Background: an optimization exercise with open tools, aiming at small area, a short achievable clock period and few clock cycles. Do not read the settings as production practice.
In this exercise RTL edits were held to simulation tests only and were not proved equivalent to the original.
Power figures rest on the tool's default switching activity, not on a simulated workload.

==> flow/design.v <==
module multi_core_wb #(
    parameter N = 2,
    parameter IMG_SIZE = 64,
    parameter OUTPUT_SIZE = 32
)(
    input clk,
    input rst,
    input         i_wb_cyc,
    input         i_wb_stb,
    input         i_wb_we,
    input  [3:0]  i_wb_sel,
    input  [31:0] i_wb_addr,
    input  [31:0] i_wb_data,
    output reg [31:0] o_wb_data,
    output reg        o_wb_ack,
    output reg        o_wb_stall
);
reg [3:0] cnt;    
always @(posedge clk) begin
  if (rst) cnt <= 4'd7;
  else     cnt <= cnt + 4'd1;
end
wire [3:0] cnt_n = cnt + 4'd1;
wire [2:0] cc    = cnt[2:0];      
wire [2:0] cc_n  = cnt_n[2:0];    
reg  stall_i, w_hold;
wire req       = i_wb_cyc & i_wb_stb & ~stall_i;
wire a9        = i_wb_addr[9];
wire acc_pix   = req &  i_wb_we & ~a9;
wire acc_start = req &  i_wb_we &  a9;
wire acc_stat  = req & ~i_wb_we &  a9;
reg        w_pend;
reg        w_core;
reg [1:0]  w_pair;    
reg [3:0]  w_slot;    
reg [31:0] w_data;
wire ins_now  = w_pend & (w_slot == cnt);
reg       busy;       
reg       done_flag;  
reg       st_wait;    
reg       waitst;     
reg       act;        
reg [1:0] rv;         
wire start_pending = acc_start | waitst;
wire k0            = start_pending & (cc == 3'd0) & ~ins_now;   
wire finish        = act & (rv == 2'd3) & (cc == 3'd2);
wire hold_stat     = acc_stat & busy & ~finish;
wire st_wait_n     = hold_stat | (st_wait & ~finish);
wire act_n         = k0 | (act & ~finish);
wire [1:0] rv_n    = !act_n ? 2'd0 : (cc == 3'd7) ? rv + 2'd1 : rv;
always @(posedge clk) begin
  if (rst) begin
    busy      <= 1'b0;
    done_flag <= 1'b0;
    st_wait   <= 1'b0;
    waitst    <= 1'b0;
    act       <= 1'b0;
    rv        <= 2'd0;
  end else begin
    busy      <= (busy | acc_start) & ~finish;
    done_flag <= acc_start ? 1'b0 : (done_flag | finish);
    st_wait   <= st_wait_n;
    waitst    <= start_pending & ~k0;
    act       <= act_n;
    rv        <= rv_n;
  end
end
wire w_pend_n = stall_i ? (w_pend & ~ins_now) : acc_pix;
wire [3:0] w_slot_n = w_hold ? w_slot : i_wb_addr[3:0];
wire w_mis_n  = w_slot_n != cnt_n;
always @(posedge clk) begin
  if (!w_hold) begin
    w_core <= i_wb_addr[8];
    w_pair <= i_wb_addr[5:4];
    w_slot <= i_wb_addr[3:0];
    w_data <= i_wb_data;
  end
end
always @(posedge clk) begin
  if (rst) begin
    w_pend     <= 1'b0;
    w_hold     <= 1'b0;
    stall_i    <= 1'b0;
    o_wb_stall <= 1'b0;
    o_wb_ack   <= 1'b0;
  end else begin
    w_pend     <= w_pend_n;
    w_hold     <= w_pend_n & w_mis_n;
    stall_i    <= (st_wait_n | w_pend_n) & (st_wait_n | w_mis_n);
    o_wb_stall <= st_wait_n | (w_pend_n & w_mis_n);
    o_wb_ack   <= (req & ~hold_stat) | (st_wait & finish);
  end
end
wire [31:0] tap [0:15];    
genvar k, i;
generate
for (k = 0; k < 2; k = k + 1) begin : core_mem
  for (i = 0; i < 4; i = i + 1) begin : pair
    reg [511:0] r;
    wire ins = ins_now & (w_core == k) & (w_pair == i);
    always @(posedge clk)
      r <= {r[479:0], ins ? w_data : r[511:480]};
    assign tap[8*k + 2*i]     = r[511:480];
    assign tap[8*k + 2*i + 1] = r[255:224];
  end
end
endgenerate
wire [31:0] pred [0:1];
generate
for (k = 0; k < 2; k = k + 1) begin : core
  localparam P = (k == 1);
  reg       oh0, oh1;    
  reg [1:0] rb;          
  reg       x2u;         
  reg       x2v;         
  reg       eclr, oclr;  
  reg       fso;         
  reg       fen, fclr;   
  always @(posedge clk) begin
    oh0  <= (rv_n == 2'd0) ^ P;
    oh1  <= (rv_n == 2'd1) ^ P;
    rb   <= rv_n ^ {2{P}};
    x2u  <= (cc_n[0] ^ cc_n[1]) ^ P;
    x2v  <= P ? ~((cc_n == 3'd0) | (cc_n == 3'd3) | (cc_n == 3'd4))
              :  ((cc_n == 3'd3) | (cc_n == 3'd4));
    eclr <= ((cc_n == 3'd1) | (cc_n == 3'd5)) ^ P;
    oclr <= (cc_n == 3'd3) ^ P;
    fso  <= (cc_n == 3'd7) ^ P;
    fen  <= (act_n & ((cc_n == 3'd6) | (((cc_n == 3'd0) | (cc_n == 3'd2)) & (rv_n != 2'd0)))) ^ P;
    fclr <= ((rv_n == 2'd0) & (cc_n == 3'd6)) ^ P;
  end
  wire s0 = oh0 ^ P;
  wire s1 = oh1 ^ P;
  wire [1:0] r = rb ^ {2{P}};
  wire [31:0] q0 = s0 ? tap[8*k+0] : s1 ? tap[8*k+2] : tap[8*k+4];
  wire [31:0] q1 = s0 ? tap[8*k+1] : s1 ? tap[8*k+3] : tap[8*k+5];
  wire [31:0] q2 = r[1] ? tap[8*k+6] : r[0] ? tap[8*k+4] : tap[8*k+2];
  wire [31:0] q3 = r[1] ? tap[8*k+7] : r[0] ? tap[8*k+5] : tap[8*k+3];
  wire [31:0] n0  = ~q0;
  wire [31:0] n1  = ~q1;
  wire [31:0] s1v = q2 ^ q3 ^ n0;
  wire [31:0] m1  = (q2 & q3) | (q2 & n0) | (q3 & n0);
  wire [31:0] c1  = {m1[30:0], 1'b1};
  wire [31:0] ts  = s1v ^ c1 ^ n1;
  wire [31:0] m2  = (s1v & c1) | (s1v & n1) | (c1 & n1);
  wire [31:0] tc  = {m2[30:0], 1'b1};
  wire wu = x2u ^ P;
  wire wv = P ? ~x2v : x2v;
  reg  [31:0] us, uc, vs, vc;
  always @(posedge clk) begin
    us <= wu ? {ts[30:0], 1'b0} : ts;
    uc <= wu ? {tc[30:0], 1'b0} : tc;
    vs <= wv ? {ts[30:0], 1'b0} : ts;
    vc <= wv ? {tc[30:0], 1'b0} : tc;
  end
  reg  [31:0] es, ec, os, oc;
  wire [31:0] ea  = (eclr ^ P) ? 32'd0 : es;
  wire [31:0] eb  = (eclr ^ P) ? 32'd0 : ec;
  wire [31:0] oa  = (oclr ^ P) ? 32'd0 : os;
  wire [31:0] ob  = (oclr ^ P) ? 32'd0 : oc;
  wire [31:0] e1s = ea ^ eb ^ us;
  wire [31:0] e1m = (ea & eb) | (ea & us) | (eb & us);
  wire [31:0] e1c = {e1m[30:0], 1'b0};
  wire [31:0] e2m = (e1s & e1c) | (e1s & uc) | (e1c & uc);
  wire [31:0] o1s = oa ^ ob ^ vs;
  wire [31:0] o1m = (oa & ob) | (oa & vs) | (ob & vs);
  wire [31:0] o1c = {o1m[30:0], 1'b0};
  wire [31:0] o2m = (o1s & o1c) | (o1s & vc) | (o1c & vc);
  always @(posedge clk) begin
    es <= e1s ^ e1c ^ uc;
    ec <= {e2m[30:0], 1'b0};
    os <= o1s ^ o1c ^ vc;
    oc <= {o2m[30:0], 1'b0};
  end
  reg  [31:0] X;
  wire [31:0] xs = (fso ^ P) ? os : es;
  wire [31:0] xc = (fso ^ P) ? oc : ec;
  always @(posedge clk) X <= xs + xc;
  reg  [31:0] F;
  wire [31:0] sum = ((fclr ^ P) ? 32'd0 : F) + {{2{X[31]}}, X[31:2]};
  always @(posedge clk) begin
    if (fen ^ P) F <= sum;
  end
  assign pred[k] = F[31] ? 32'd0 : F;
end
endgenerate
always @(posedge clk) begin
  if (st_wait)  o_wb_data <= 32'd1;
  else if (a9)  o_wb_data <= {31'b0, done_flag | finish};
  else          o_wb_data <= pred[i_wb_addr[0]];
end
endmodule
==> flow/config.mk <==
export PLATFORM = sky130hd
export DESIGN_NAME = multi_core_wb
export DESIGN_NICKNAME = multi_core_wb
export VERILOG_FILES = /design/flow/design.v
export SDC_FILE = /design/flow/constraint.sdc
export NUM_CORES = 4
export LEC_CHECK = 0
export CAP_MARGIN = 20
export CORE_MARGIN = 2
export CORE_UTILIZATION = 60
export CTS_BUF_LIST = sky130_fd_sc_hd__clkbuf_8
export CTS_CLUSTER_DIAMETER = 40
export CTS_CLUSTER_SIZE = 16
export PLACE_DENSITY = 0.7
export SLEW_MARGIN = 20
==> flow/constraint.sdc <==
create_clock -name core_clock -period 10.0 [get_ports {clk}]
set_input_delay 2.0000 -clock core_clock [delete_from_list [all_inputs] [get_ports {clk}]]
set_output_delay 2.0000 -clock core_clock [all_outputs]
set_load 0.01 [all_outputs]
standard.sh (not shown) runs the stock make flow with config.mk's settings and CLKGATE_MAP_FILE= SYNTH_SCRIPT=/design/flow/synth_recipe.tcl, a recipe that flattens the netlist after the stock synthesis.
==> flow/flow/run.sh <==
#!/bin/bash
set -euo pipefail
export SETUP_SLACK_MARGIN=7.2
export TNS_END_PERCENT=100
bash standard.sh > standard_flow.log 2>&1
Testbench counts at the start, summed over its fixed seeds: cycles 7,736.
Then changed:
==> flow/flow/run.sh (replaced) <==
#!/bin/bash
set -euo pipefail
export SETUP_SLACK_MARGIN=6.6
export TNS_END_PERCENT=100
bash standard.sh > standard_flow.log 2>&1
Effect: The changed run produced a clean layout. Register-to-register slack gets worse by 0.06 ns. Clock power barely changes. Utilization goes down by 1.4 points.

[port drivers added, routing unchanged]
In the flow no input, the clock included, has a driving cell. The finished layouts below were timed again as built, in two steps. Step 1 (the two cells are an assumption about what drives the block):
set clk [get_ports {clk}]
set_driving_cell -lib_cell sky130_fd_sc_hd__clkbuf_16 $clk
set_driving_cell -lib_cell sky130_fd_sc_hd__buf_2 [delete_from_list [all_inputs] $clk]
Step 2 adds t to the input delays and takes it off the output delays; t is the mean of the earliest and latest rising clock arrival at the registers after step 1. Input paths then give back, and output paths get back, about the clock's delay inside the block. Three values: no drivers, after step 1, after step 2; two values: the first two.
run | shift t [ns] | setup WS [ns] | clock arrival spread, ns | worst data-port slew with drivers (ns)
the first run | 1.147 | 6.427 / 6.338 / 6.138 | 0.079 / 0.079 | 0.07
the second run | 1.159 | 6.382 / 6.295 / 5.834 | 0.084 / 0.083 | 0.06
After both steps setup and hold are still met in every run listed. The setup slack of the second run, which loses most, moves by -0.087 ns with the drivers and by -0.548 ns with both steps.
